This design comes from an exercise in tuning for a short achievable clock period and few clock cycles per item on the open sky130 flow, not from production work. No run shown here included a check of the RTL's function; only the layout flow was run. Power figures rest on the tool's default switching activity, not on a simulated workload.

===== flow/config.mk =====
export PLATFORM = sky130hd
export DESIGN_NAME = uiFDMA
export DESIGN_NICKNAME = uiFDMA
export VERILOG_FILES = /design/flow/design.v
export SDC_FILE = /design/flow/constraint.sdc
export NUM_CORES = 4
export LEC_CHECK = 0
export ABC_CLOCK_PERIOD_IN_PS = 1700
export CAP_MARGIN = 20
export CORE_AREA = 10 10 350 350
export DIE_AREA = 0 0 360 360
export SETUP_SLACK_MARGIN = 1.5
export SLEW_MARGIN = 20

===== flow/design.v =====
`timescale 1ns / 1ns
module uiFDMA_bgen (
    input  wire        clk,
    input  wire        rstn,
    input  wire        start,
    input  wire [31:0] start_addr,
    input  wire [15:0] start_size,
    input  wire        ready,
    output reg         valid,
    output reg  [31:0] addr,
    output reg  [7:0]  len
);
    reg  [9:0]  nfull;      
    reg  [9:0]  nf_m1;      
    reg         nf_nz;      
    reg         part;       
    reg  [5:0]  lm1;        
    reg  [21:0] a_inc;      
    reg  [1:0]  seq;
    wire [5:0]  s_lm1 = start_size[5:0] - 6'd1;
    wire        s_full = |start_size[15:6];
    always @(posedge clk) begin
        a_inc <= addr[31:10] + 22'd1;
        nf_m1 <= nfull - 10'd1;
        nf_nz <= |nfull;
        if (!rstn) begin
            valid <= 1'b0;
            seq   <= 2'd0;
        end else if (start) begin
            valid <= 1'b1;
            seq   <= 2'd0;
        end else if (valid & ready) begin
            valid <= 1'b0;
            seq   <= 2'd1;
        end else if (seq != 2'd0) begin
            seq   <= seq + 2'd1;
            if (seq == 2'd3) valid <= nf_nz | part;
        end
        if (start) begin
            addr  <= start_addr;
            nfull <= start_size[15:6];
            part  <= |start_size[5:0];
            lm1   <= s_lm1;
            len   <= {2'b00, s_full ? 6'h3f : s_lm1};
        end else if (seq == 2'd1) begin
            addr[31:10] <= a_inc;
            if (nf_nz) nfull <= nf_m1;
            else part <= 1'b0;
        end else if (seq == 2'd3) begin
            len   <= {2'b00, nf_nz ? 6'h3f : lm1};
        end
    end
endmodule
module uiFDMA_dcnt (
    input  wire        clk,
    input  wire        rstn,
    input  wire        load,
    input  wire [15:0] val,
    input  wire        dec,
    output wire        one,      
    output wire        nz        
);
    reg  [5:0] lo;
    reg  [9:0] hi;
    reg  [9:0] hi_m1;
    wire       hi_z = (hi == 10'd0);
    assign one = hi_z & (lo == 6'd1);
    assign nz  = ~hi_z | (lo != 6'd0);
    always @(posedge clk) begin
        if (!rstn) begin
            lo <= 6'd0;
            hi <= 10'd0;
        end else if (load) begin
            lo <= val[5:0];
            hi <= val[15:6];
        end else if (dec) begin
            lo <= lo - 6'd1;
            if (lo == 6'd0) hi <= hi_m1;
        end
        hi_m1 <= (load ? val[15:6] : hi) - 10'd1;
    end
endmodule
module uiFDMA_buf #(
    parameter integer W     = 130,
    parameter integer DEPTH = 3,
    parameter integer AW    = 2
) (
    input  wire         clk,
    input  wire         rstn,
    input  wire         push,
    input  wire [W-1:0] din,
    input  wire         pop,
    output reg          hv,
    output reg  [W-1:0] hd,
    output wire         room_nx
);
    reg [W-1:0]  mem [0:DEPTH-1];
    reg [AW-1:0] wp, rp, rp1;
    reg [AW:0]   cnt;
    reg          c0, c1;             
    wire [AW:0]  cnt_nx = cnt + push - pop;
    wire         from_din = push & (c0 | (pop & c1));
    assign room_nx = (cnt_nx < DEPTH);
    always @(posedge clk) begin
        if (!rstn) begin
            hv  <= 1'b0;
            wp  <= {AW{1'b0}};
            rp  <= {AW{1'b0}};
            rp1 <= (DEPTH > 1) ? 1 : 0;
            cnt <= 0;
            c0  <= 1'b1;
            c1  <= 1'b0;
        end else begin
            hv  <= (cnt_nx != 0);
            cnt <= cnt_nx;
            c0  <= (cnt_nx == 0);
            c1  <= (cnt_nx == 1);
            if (push) wp <= (wp == DEPTH-1) ? {AW{1'b0}} : wp + 1'b1;
            if (pop) begin
                rp  <= rp1;
                rp1 <= (rp1 == DEPTH-1) ? {AW{1'b0}} : rp1 + 1'b1;
            end
        end
        if (push) mem[wp] <= din;
        hd <= from_din ? din : (pop ? mem[rp1] : mem[rp]);
    end
endmodule
module uiFDMA#
(
parameter  integer         M_AXI_ID_WIDTH			= 3		    ,
parameter  integer         M_AXI_ID			        = 0		    ,
parameter  integer         M_AXI_ADDR_WIDTH			= 32		,
parameter  integer         M_AXI_DATA_WIDTH			= 128		,
parameter  integer		  M_AXI_MAX_BURST_LEN       = 64
)
(
input   wire [M_AXI_ADDR_WIDTH-1 : 0]      fdma_waddr          ,
input                                      fdma_wareq          ,
input   wire [15 : 0]                      fdma_wsize          ,
output                                     fdma_wbusy          ,
input   wire [M_AXI_DATA_WIDTH-1 :0]       fdma_wdata		   ,
output  wire                               fdma_wvalid         ,
input	wire                               fdma_wready		   ,
input   wire [M_AXI_ADDR_WIDTH-1 : 0]      fdma_raddr          ,
input                                      fdma_rareq          ,
input   wire [15 : 0]                      fdma_rsize          ,
output                                     fdma_rbusy          ,
output  wire [M_AXI_DATA_WIDTH-1 :0]       fdma_rdata		   ,
output  wire                               fdma_rvalid         ,
input	wire                               fdma_rready		   ,
input 	wire  								M_AXI_ACLK			,
input 	wire  								M_AXI_ARESETN		,
output 	wire [M_AXI_ID_WIDTH-1 : 0]		    M_AXI_AWID			,
output 	wire [M_AXI_ADDR_WIDTH-1 : 0] 	    M_AXI_AWADDR		,
output 	wire [7 : 0]						M_AXI_AWLEN			,
output 	wire [2 : 0] 						M_AXI_AWSIZE		,
output 	wire [1 : 0] 						M_AXI_AWBURST		,
output 	wire  								M_AXI_AWLOCK		,
output 	wire [3 : 0] 						M_AXI_AWCACHE		,
output 	wire [2 : 0] 						M_AXI_AWPROT		,
output 	wire [3 : 0] 						M_AXI_AWQOS			,
output 	wire  								M_AXI_AWVALID		,
input	wire  								M_AXI_AWREADY		,
output  wire [M_AXI_ID_WIDTH-1 : 0] 		M_AXI_WID			,
output  wire [M_AXI_DATA_WIDTH-1 : 0] 	    M_AXI_WDATA			,
output  wire [M_AXI_DATA_WIDTH/8-1 : 0] 	M_AXI_WSTRB			,
output  wire  								M_AXI_WLAST			,
output  wire  								M_AXI_WVALID		,
input   wire  								M_AXI_WREADY		,
input   wire [M_AXI_ID_WIDTH-1 : 0] 		M_AXI_BID			,
input   wire [1 : 0] 						M_AXI_BRESP			,
input   wire  								M_AXI_BVALID		,
output  wire  								M_AXI_BREADY		,
output  wire [M_AXI_ID_WIDTH-1 : 0] 		M_AXI_ARID			,
output  wire [M_AXI_ADDR_WIDTH-1 : 0] 	    M_AXI_ARADDR		,
output  wire [7 : 0] 						M_AXI_ARLEN			,
output  wire [2 : 0] 						M_AXI_ARSIZE		,
output  wire [1 : 0] 						M_AXI_ARBURST		,
output  wire  								M_AXI_ARLOCK		,
output  wire [3 : 0] 						M_AXI_ARCACHE		,
output  wire [2 : 0] 						M_AXI_ARPROT		,
output  wire [3 : 0] 						M_AXI_ARQOS			,
output  wire  								M_AXI_ARVALID		,
input   wire  								M_AXI_ARREADY		,
input   wire [M_AXI_ID_WIDTH-1 : 0] 		M_AXI_RID			,
input   wire [M_AXI_DATA_WIDTH-1 : 0] 	    M_AXI_RDATA			,
input   wire [1 : 0] 						M_AXI_RRESP			,
input   wire  								M_AXI_RLAST			,
input   wire  								M_AXI_RVALID		,
output  wire  								M_AXI_RREADY
	);
localparam integer WD  = 3;    
localparam integer RD  = 3;    
wire clk  = M_AXI_ACLK;
wire rstn = M_AXI_ARESETN;
assign M_AXI_AWID    = M_AXI_ID;
assign M_AXI_AWSIZE  = 3'd4;
assign M_AXI_AWBURST = 2'b01;
assign M_AXI_AWLOCK  = 1'b0;
assign M_AXI_AWCACHE = 4'b0010;
assign M_AXI_AWPROT  = 3'h0;
assign M_AXI_AWQOS   = 4'h0;
assign M_AXI_WID     = M_AXI_ID;
assign M_AXI_WSTRB   = {(M_AXI_DATA_WIDTH/8){1'b1}};
assign M_AXI_BREADY  = 1'b1;
assign M_AXI_ARID    = M_AXI_ID;
assign M_AXI_ARSIZE  = 3'd4;
assign M_AXI_ARBURST = 2'b01;
assign M_AXI_ARLOCK  = 1'b0;
assign M_AXI_ARCACHE = 4'b0010;
assign M_AXI_ARPROT  = 3'h0;
assign M_AXI_ARQOS   = 4'h0;
reg  wbusy;
wire wstart = fdma_wareq & ~wbusy;
assign fdma_wbusy = wbusy;
uiFDMA_bgen aw_gen (
    .clk(clk), .rstn(rstn), .start(wstart), .start_addr(fdma_waddr),
    .start_size(fdma_wsize), .ready(M_AXI_AWREADY),
    .valid(M_AXI_AWVALID), .addr(M_AXI_AWADDR), .len(M_AXI_AWLEN));
reg         take_ok;             
reg  [5:0]  u_idx;
wire        u_one, u_nz;
assign fdma_wvalid = fdma_wready & take_ok;
wire tk   = fdma_wready & take_ok;
wire u_lb = u_one | (u_idx == 6'd63);
uiFDMA_dcnt u_cnt (
    .clk(clk), .rstn(rstn), .load(wstart), .val(fdma_wsize), .dec(tk),
    .one(u_one), .nz(u_nz));
wire         wh_v;
wire [129:0] wh_d;
wire         w_room;
wire         w_hs = wh_v & M_AXI_WREADY;
uiFDMA_buf #(.W(130), .DEPTH(WD), .AW(2)) wbuf (
    .clk(clk), .rstn(rstn), .push(tk), .din({u_one, u_lb, fdma_wdata}),
    .pop(w_hs), .hv(wh_v), .hd(wh_d), .room_nx(w_room));
assign M_AXI_WVALID = wh_v;
assign M_AXI_WLAST  = wh_d[128];
assign M_AXI_WDATA  = wh_d[127:0];
always @(posedge clk) begin
    if (!rstn) begin
        wbusy   <= 1'b0;
        take_ok <= 1'b0;
    end else begin
        if (wstart) wbusy <= 1'b1;
        else if (w_hs & wh_d[129]) wbusy <= 1'b0;
        take_ok <= wstart | ((tk ? ~u_one : u_nz) & w_room);
    end
    if (wstart) u_idx <= 6'd0;
    else if (tk) u_idx <= u_idx + 6'd1;
end
reg  rbusy;
wire rstart = fdma_rareq & ~rbusy;
assign fdma_rbusy = rbusy;
uiFDMA_bgen ar_gen (
    .clk(clk), .rstn(rstn), .start(rstart), .start_addr(fdma_raddr),
    .start_size(fdma_rsize), .ready(M_AXI_ARREADY),
    .valid(M_AXI_ARVALID), .addr(M_AXI_ARADDR), .len(M_AXI_ARLEN));
reg          rready;
wire         r_hs = M_AXI_RVALID & rready;
wire         rh_v;
wire [127:0] rh_d;
wire         r_room;
wire         dlv = fdma_rready & rh_v;
wire         d_one, d_nz;
assign M_AXI_RREADY = rready;
assign fdma_rvalid  = fdma_rready & rh_v;
assign fdma_rdata   = rh_d;
uiFDMA_buf #(.W(128), .DEPTH(RD), .AW(2)) rbuf (
    .clk(clk), .rstn(rstn), .push(r_hs), .din(M_AXI_RDATA),
    .pop(dlv), .hv(rh_v), .hd(rh_d), .room_nx(r_room));
uiFDMA_dcnt d_cnt (
    .clk(clk), .rstn(rstn), .load(rstart), .val(fdma_rsize), .dec(dlv),
    .one(d_one), .nz(d_nz));
always @(posedge clk) begin
    if (!rstn) begin
        rbusy  <= 1'b0;
        rready <= 1'b0;
    end else begin
        if (rstart) rbusy <= 1'b1;
        else if (dlv & d_one) rbusy <= 1'b0;
        rready <= r_room;
    end
end
endmodule

===== flow/constraint.sdc =====
create_clock -name core_clock -period 3.3 [get_ports {M_AXI_ACLK}]
set_input_delay 0.6600 -clock core_clock [delete_from_list [all_inputs] [get_ports {M_AXI_ACLK}]]
set_output_delay 0.6600 -clock core_clock [all_outputs]
set_load 0.01 [all_outputs]

===== flow/run.sh =====
#!/bin/bash
# synth_recipe.tcl (not shown) runs the flow's synth.tcl, then flattens the netlist and writes it again
# the make line also repeats each setting of config.mk as NAME=value (left out here)
make -C /OpenROAD-flow-scripts/flow DESIGN_CONFIG=/design/flow/config.mk WORK_HOME=/design/flow/orfs CLKGATE_MAP_FILE= SYNTH_SCRIPT=/design/flow/synth_recipe.tcl finish

==> impl_results.md, run 1 <==
- RSZ-0062 raised after global routing: true
- Total GRT Usage: 0.212
- FF-to-FF path depth: 14
- Finished Cell Area: 69500 sq um
- Area after DPL: 56200 sq um
- Final Max Tran Viols: 0
- Critical path cell sequence: nand2_2, buf_4, buf_4, buf_4, buf_8, buf_12, a21boi_4, buf_12, buf_16, buf_12, buf_8, buf_4, o22ai_4, o31ai_2
- Status: no timing/DRC/antenna violations
- Fill cell count: 8555
- Avg WL per Cell: 23.9 microns
- Detailed Route WL: about 150000 microns
- Post-Syn Area: 47600 sq um
- Post-DP HPWL: roughly 85000 microns
- Synth area leaders: edfxtp_1, dfxtp_1, nand2_1
- Cells after DPL: 5564
- Fin Hold WS: 0.334 ns
- FF+latch count, synth: 1308
- Post-DRT Antenna Nets: 0
- Capture point of the worst reg-to-reg path: wbuf.hd[86]
- Clk latency of the worst-skew pair: 0.75 ns
- Combinational power share: 0.335
- Peak fanout along the critical path: 8
- Maxcap violations: 0
- Die Y: 360 microns
- Pint: 40.2 mW
- Post-Route Skew: 0.0318 ns
- WP data arrival: about 3 ns
- CP max stage delay: 0.35 ns
- Root buffer cell: clkbuf_16
- CP most frequent cell: buf_4
- Share of post-route cells with drive strength above 1: 0.369
- Post-synth EDFFs: 884
- Seq/Total Area, Yosys: 0.736
- Post-synth top area cell: edfxtp_1
- # rows: 124
- Worst min path class: input pin to flip-flop
- CTS clock-pin slew for the worst setup and hold paths: about 0.06 ns
- Post-Syn Area per Cell: 13.5 sq um
- Crit end category: flip-flop
- Startpoint types: flip-flop
- Drt drc: 0
- CTS tree: built
- Critical-path top delay cell: dfxtp_4
- Distinct cells, synth: 56
- Required @ worst endpoint: 3.95 ns
- Routed via count: about 32000
- Setup TNS Final: 0 ns
- Rel. slew slack: 0.462
- Die W: approximately 360 microns
- Drt first-iter violations: 2450
- Sw frac: 0.300
- P per Cell Area: about 830 nW/um^2
- Reg2reg start: wbuf.hv
- First-pass GRT wire length: 209000 microns
- Largest net degree at the start of global routing: 65
- Synth Instances: 3533
- CP Class: flip-flop to flip-flop
- # clock sinks: 1308
- Initial Util: 0.416
- R2R setup slack: 1.0 ns
- Min cycle time layout: ~2.3 ns
- Top cell type's share of synthesized area: 0.558
- Leak pwr: 25.3 nW
- CORE AREA: 115000 sq um
- Tot Pwr: 57.3 mW
- DRT Pass-1 Iters: 5
- Synth warn: 5
- Flop pwr share: 0.394
- Clk network pwr share: 0.271
- Nets: 4894
- Ys async rst share: 0
- Vias in the first global route: 31446
- IO Count: 779
- Crit path from: wbuf.hv
- Antenna violations before repair: 23
- Worst Setup EP: wbuf.hd[86]
- Final setup fails: 0
- Maximum vdd drop: 0.511 mV
- Finished Layout Cells: 6132
- Port-buffer cells: 702
- Cts bufs inserted: around 140
- Routed vias/inst: 5.16
- Final Hold Fails: 0
- Total gr overflow: 0
- Max Clk Rate: about 430 MHz
- Area grow syn2layout: 45.9%
- Final GP Congestion: between 0.8 and 0.9
- Top_reg_cell synth: edfxtp_1
- CTS max path bufs: 3
- Worst Max-Slew Pin Slew: 0.806 ns
- Die footprint: 130000 sq um
- Psw: 17.2 mW
- Fin crit share: 0.698
- Max H-tree Level: 4
## what timing repair did
action / CTS / global route
setup buffers: 150 / 85
cloned: 59 / 7
pin swaps: 156 / 189
endpoints found under the setup margin: 1053 / 860
hold buffers: 0 / 0
resized for setup: 2402 / 464
## power groups by stage
stage               Clock [mW]  Sequential, mW  Combinational (mW)
floorplan                    0            22.2                6.39
global placement             0            22.1                12.7
detailed placement           0            22.1                12.8
CTS                       15.8            22.4                17.4
global route              16.5            22.8                20.3
finish                    15.5            22.6                19.2
## kinds of logic after synthesis
logic type / after synthesis / synth area share
XOR/XNOR: 104 / 0.0191
AND/OR/NAND/NOR: 1013 / 0.0878
multiplexers: 41 / 0.00936
flip-flops: 1308 / 0.736
other: 2 / 0.000158
buffers and inverters: 428 / 0.0524
adder cells (fa/ha/maj): 27 / 0.00741
AO/OA/AOI/OAI: 610 / 0.0877
## per-stage QoR
stage / setup slack (ns) / utilization
global route: 0.940 / 0.606
detailed placement: 0.0599 / 0.491
CTS: 1.04 / 0.579
global placement: 0.0537 / 0.491
finish: 0.997 / 0.607
floorplan: -1.33 / -
## how the worst min path moves through the flow
stage,start,endpoint,slack [ns],cells past startpoint
after floorplan,aw_gen.nfull[0],aw_gen.nf_m1[0],0.43,1
final,fdma_rareq,rbusy,0.33,3
after CTS,fdma_waddr[1],aw_gen.addr[1],0.40,1
after global placement,aw_gen.nfull[0],aw_gen.nf_m1[0],0.46,1
after detailed placement,aw_gen.nfull[0],aw_gen.nf_m1[0],0.46,1
after global routing,fdma_rareq,rbusy,0.30,3
## cell usage after synthesis (all sizes together) (24+ instances only)
cell / n
nor3: 24
nand2: 546
mux2i: 36
xnor2: 64
ha: 25
o22ai: 255
o31ai: 256
edfxtp: 884
nor2: 320
a21oi: 24
o21ai: 25
buf: 302
inv: 59
dfxtp: 424
xor2: 40
clkbuf: 67
## layout by cell type, fill, tap and decap left out, drive strengths merged, types with 36 or more instances in the layout
cell type,synthesis,routed
xor2,40,40
clkinv,0,40
conb,2,64
nor2,320,320
inv,59,65
o31ai,256,256
nand2,546,546
dfxtp,424,424
clkbuf,67,203
edfxtp,884,884
buf,302,760
o22ai,255,255
xnor2,64,64
mux2i,36,36
clkdlybuf4s50,0,352
## registers in the layout (all words and copies together) (netlist names), 22 cells and up, named ones only
signal	flops
ar_gen.a_inc	22
ar_gen.addr	32
aw_gen.a_inc	22
aw_gen.addr	32
rbuf.hd	128
rbuf.mem	384
wbuf.hd	130
wbuf.mem	390
## per-layer routing
metal  up-vias  routed length [microns]  global-route usage
met5         -                      146                   0
li1      14555                        -                   -
met4        22                     3640              0.0630
met2      1173                    74700               0.364
met3       236                    11400              0.0570
met1     15682                    57000               0.260
## cell type report
cell class,instances,area (sq um),share of cell area
Multi-Input combinational cell,1859,14300,0.205
Antenna cell,14,35.0,0.000504
Sequential cell,1308,35400,0.509
Timing Repair Buffer,1127,13100,0.189
Inverter,59,234,0.00337
Clock buffer,198,4030,0.0580
Clock inverter,55,531,0.00764
Tap cell,1512,1890,0.0272
## critical path, delay by kind of cell (launching register included)
kind | cells | cell delay, ns
DFF | 1 | 0.35
and+or+nand+nor | 1 | 0.06
buffers and inverters | 10 | 1.30
AOI/OAI and AO/OA | 3 | 0.49
==> run 2: changes to the inputs <==
--- a/flow/design.v
+++ b/flow/design.v
@@ -256,17 +256,13 @@
     .start_size(fdma_rsize), .ready(M_AXI_ARREADY),
     .valid(M_AXI_ARVALID), .addr(M_AXI_ARADDR), .len(M_AXI_ARLEN));
-reg          rready;
+wire         rready = ~rh_q | fdma_rready;
+reg          rh_q;
+reg  [127:0] rh_d;
 wire         r_hs = M_AXI_RVALID & rready;
-wire         rh_v;
-wire [127:0] rh_d;
-wire         r_room;
-wire         dlv = fdma_rready & rh_v;
+wire         dlv = fdma_rready & rh_q;
 wire         d_one, d_nz;
 assign M_AXI_RREADY = rready;
-assign fdma_rvalid  = fdma_rready & rh_v;
+assign fdma_rvalid  = fdma_rready & rh_q;
 assign fdma_rdata   = rh_d;
-uiFDMA_buf #(.W(128), .DEPTH(RD), .AW(2)) rbuf (
-    .clk(clk), .rstn(rstn), .push(r_hs), .din(M_AXI_RDATA),
-    .pop(dlv), .hv(rh_v), .hd(rh_d), .room_nx(r_room));
 uiFDMA_dcnt d_cnt (
     .clk(clk), .rstn(rstn), .load(rstart), .val(fdma_rsize), .dec(dlv),
@@ -275,10 +271,11 @@
     if (!rstn) begin
         rbusy  <= 1'b0;
-        rready <= 1'b0;
+        rh_q   <= 1'b0;
     end else begin
         if (rstart) rbusy <= 1'b1;
         else if (dlv & d_one) rbusy <= 1'b0;
-        rready <= r_room;
-    end
+        rh_q <= r_hs | (rh_q & ~fdma_rready);
+    end
+    if (r_hs) rh_d <= M_AXI_RDATA;
 end
 endmodule
--- a/flow/config.mk
+++ b/flow/config.mk
@@ -8,6 +8,6 @@
 export ABC_CLOCK_PERIOD_IN_PS = 1700
 export CAP_MARGIN = 20
-export CORE_AREA = 10 10 350 350
-export DIE_AREA = 0 0 360 360
+export CORE_AREA = 10 10 290 290
+export DIE_AREA = 0 0 300 300
 export SETUP_SLACK_MARGIN = 1.5
 export SLEW_MARGIN = 20
==> impl_results.md, run 2 <==
- Status: no timing/DRC/antenna violations
- Pint: 25.6 mW (-36%)
- Rel. slew slack: 0.672 (+0.209)
- CORE AREA: 77600 sq um (-32%)
- First-pass GRT wire length: 146000 microns (-30%)
- Required @ worst endpoint: 3.82 ns (-0.13 ns)
- Synth warn: 4 (-1)
- Setup TNS Final: 0 ns (unchanged)
- Max H-tree Level: 3 (-1)
- Initial Util: 0.434 (+0.0179)
- Avg WL per Cell: 25.1 microns (+4.7%)
- Max Clk Rate: 467 MHz (+7.6%)
- Clk network pwr share: 0.286 (+0.015)
- Pre-CTS WS: 0.223 ns (+0.164 ns)
- R2R setup slack: 1.16 ns (+0.16 ns)
- Ys async rst share: 0 (unchanged)
- Hold depth: 2 (-1)
- Total GRT Usage: 0.215 (+0.00265)
- Largest reg by FF count: wbuf.mem
- Top Registers: wbuf.mem: 390 flops, wbuf.hd: 130 flops, rh_d: 128 flops
- Worst min path class: input pin to flip-flop
- Drt first-iter violations: 1636 (-33%)
- WP data arrival: 2.66 ns (-0.29 ns)
- Vias in the first global route: 22641 (-28%)
- IO Count: 779 (unchanged)
- Top_reg_cell synth: edfxtp_1
- Hold Path End: d_cnt.hi[4]
- Share of post-route cells with drive strength above 1: 0.306 (-0.0630)
- Port-buffer cells: 702 (unchanged)
- Fin crit share: 0.649 (-0.0491)
- Hold buffer count at cts: 0 (unchanged)
- Final Max Tran Viols: 0 (unchanged)
- Final Worst Setup Slack: 1.16 ns (+0.162 ns)
- Peak fanout along the critical path: 2 (-6)
- P per Cell Area: 753 nW/um^2 (-8.7%)
- FF+latch count, synth: 908 (-31%)
- Tot Pwr: 36.3 mW (-37%)
- Final Core Density: 0.622 (+0.0149)
- Min cycle time layout: 2.14 ns (-0.162 ns)
- Post-synth top area cell: edfxtp_1
- Final Hold Fails: 0 (unchanged)
- FF-to-FF path depth: 10 (-4)
- Combinational power share: 0.296 (-0.039)
- Drt drc: 0 (unchanged)
- DRT Pass-1 Iters: 6 (+1)
- Max FFs per register: 390 (unchanged)
- CP Class: flip-flop to flip-flop
- Leading cell types in the layout, fill and taps excluded: edfxtp_1, nand2_1, clkdlybuf4s50_1, dfxtp_1, buf_6
- Reg2reg start: wbuf.hv
- Post-Route Skew: 0.0303 ns (-0.00143 ns)
- RSZ-0062 raised after global routing: true
- Worst Max-Slew Pin Slew: 0.488 ns (-0.319 ns)
- Detailed Route WL: 112000 microns (-24%)
- Maxcap violations: 0 (unchanged)
- Synth cell count leaders: edfxtp_1, nand2_1, dfxtp_1
- Area grow syn2layout: 43.4%
- Routed via count: 22972 (-27%)
- Die footprint: 90000 sq um (-31%)
- Flop pwr share: 0.418 (+0.024)
- Synth Instances: 2494 (-29%)
- Worst Min Path Start: fdma_rsize[10]
- Post-DRT Antenna Nets: 0 (unchanged)
- CTS clock-pin slew for the worst setup and hold paths: 0.06 ns (about the same)
- Register area: 24600 sq um (-31%)
- Commonest non-fill, non-tap cell in the layout: edfxtp_1
- Count leader, synth: edfxtp_1
- Total gr overflow: 0 (unchanged)
- # rows: 102 (-18%)
- Startpoint types: flip-flop
- Psw: 10.7 mW (-38%)
- Die Y: 300 microns (-17%)
- Crit end category: flip-flop
- Leak pwr: 18.4 nW (-27%)
- CTS tree: built
- Largest net degree at the start of global routing: 60 (-7.7%)
- Capture point of the worst reg-to-reg path: wbuf.hv
- Synth area leaders: edfxtp_1, dfxtp_1, nand2_1
- Cts bufs inserted: 95 (-31%)
- Final GP Congestion: 0.925 (+15%)
- Nets: 3720 (-24%)
- Die W: 300 microns (-17%)
- Fill cell count: 5943 (-31%)
- Routed vias/inst: 5.16 (-0.11%)
- Antenna violations before repair: 23 (unchanged)
- Post-Syn Area per Cell: 13.5 sq um (+0.12%)
- Clk latency of the worst-skew pair: 0.66 ns (-0.09 ns)
- Post-DP HPWL: 68300 microns (-19%)
- Post-synth EDFFs: 628 (-29%)
- Maximum vdd drop: 0.507 mV (-0.64%)
- Distinct cells, synth: 59 (+5.4%)
- Top cell type's share of synthesized area: 0.561 (+0.00285)
- Footprint of the multi-input gates: 8910 sq um (-37%)
- Sw frac: 0.295 (-0.00506)
- Final setup fails: 0 (unchanged)
- Post-Syn Area: 33600 sq um (-29%)
- Seq/Total Area, Yosys: 0.727 (-0.00886)
- Root buffer cell: clkbuf_16
- # clock sinks: 908 (-31%)
- Fin Hold WS: 0.431 ns (+0.0965 ns)
- CTS max path bufs: 3 (unchanged)
## run 2: cell count changes in the layout (fill, tap and decap cells not counted), moves of 34 or more
cell and delta:
buf_2 +90, o31ai_1 -34, edfxtp_1 -256, buf_4 -48
nand2_1 -153, buf_6 -135, o22ai_2 -69, o22ai_1 +36
nor2_1 -96, dfxtp_2 -132, o22ai_4 -94, o31ai_2 -85
buf_12 -39, buf_16 -50
## run 2: how the worst max path moves through the flow
stage / start / to / slack [ns] / cells past startpoint
after floorplan: fdma_wready / wbuf.mem[1][0] / -1.23 / 2
after global placement: M_AXI_WREADY / wbuf.hv / 0.24 / 11
after detailed placement: M_AXI_WREADY / wbuf.hv / 0.22 / 11
after CTS: wbuf.hv / wbuf.hv / 1.17 / 10
after global routing: wbuf.hv / wbuf.hv / 1.09 / 10
final: wbuf.hv / wbuf.hv / 1.16 / 10
## run 2: power groups by stage
stage | clock network (mW) | registers [mW] | logic (mW)
2_1_floorplan | 0 | 15.0 | 4.61
3_3_place_gp | 0 | 15.1 | 7.45
3_5_place_dp | 0 | 15.1 | 7.55
4_1_cts | 10.6 | 15.1 | 7.96
5_1_grt | 11.1 | 15.3 | 11.4
6_report | 10.4 | 15.2 | 10.7
## run 2: critical path, stage by stage (launching register included)
cell and delay [ns]:
dfxtp_2 0.34, nand2_2 0.07, xnor2_2 0.12, ha_2 0.19, inv_2 0.04, fa_2 0.36
xor2_2 0.15, xnor2_1 0.20, nand2b_1 0.15, inv_2 0.05, or3_4 0.34
## run 2: stage by stage
| step | instances | area, sq um |
|---|---|---|
| 6_report | 4453 | 48200 |
| 5_1_grt | 4452 | 48200 |
| 4_1_cts | 4316 | 44600 |
| 3_5_place_dp | 4057 | 41300 |
| 3_3_place_gp | 4057 | 41300 |
| 2_1_floorplan | 2556 | 34300 |
## run 2: repair_timing
action	CTS	global route
resized for setup	1702	360
pin swaps	17	106
buffers inserted	71	70
endpoints found under the setup margin	912	478
cloned	10	57
## run 2: layout make-up
| class | count | share of cell area |
|---|---|---|
| Sequential cell | 908 | 0.510 |
| Timing Repair Buffer | 964 | 0.210 |
| Timing Repair inverter | 3 | 0.000545 |
| Antenna cell | 10 | 0.000519 |
| Multi-Input combinational cell | 1303 | 0.185 |
| Clock buffer | 124 | 0.0536 |
| Inverter | 47 | 0.00423 |
| Clock inverter | 54 | 0.00978 |
| Tap cell | 1040 | 0.0270 |
## run 2: kinds of logic after synthesis
logic type                 share of synthesized area
AOI/OAI and AO/OA                             0.0728
xor gates and xnor gates                      0.0260
adders and majority gates                    0.00915
buffers and inverters                         0.0612
DFF                                            0.727
muxes                                         0.0117
other                                       0.000223
and+or+nand+nor                               0.0917
## run 2: routing by layer
layer  vias up  track usage  routed length, microns
li1      10409            -                       -
met3       193       0.0759                   10000
met1     11452        0.263                   43800
met5         -            0                     146
met2       896        0.350                   54600
met4        22       0.0714                    3100

-- separate check: timing with driven ports --
No port has a modelled driver above. Below, the same layouts with a new extraction and two added sets of constraints. Step 1 assumes that a clkbuf_16 drives the clock port and a buf_2 every other input. Step 2 also shifts input and output timing later by t, the mid clock arrival at the registers, as if the neighbouring blocks saw the same clock. a / b / c = no drivers / after step 1 / after step 2; a / b = the first two.
run	t, ns	slack for setup (ns)	latest minus earliest clock arrival (ns)	pins driven straight from the clock port
run 1	0.802	0.997 / 0.997 / 0.295	0.035 / 0.035	1
run 2	0.707	1.159 / 1.159 / 0.523	0.037 / 0.038	1
After both steps every run listed still meets setup and hold. The setup slack of run 1, which loses most, moves by 0.000 ns with the drivers and by -0.702 ns with both steps.
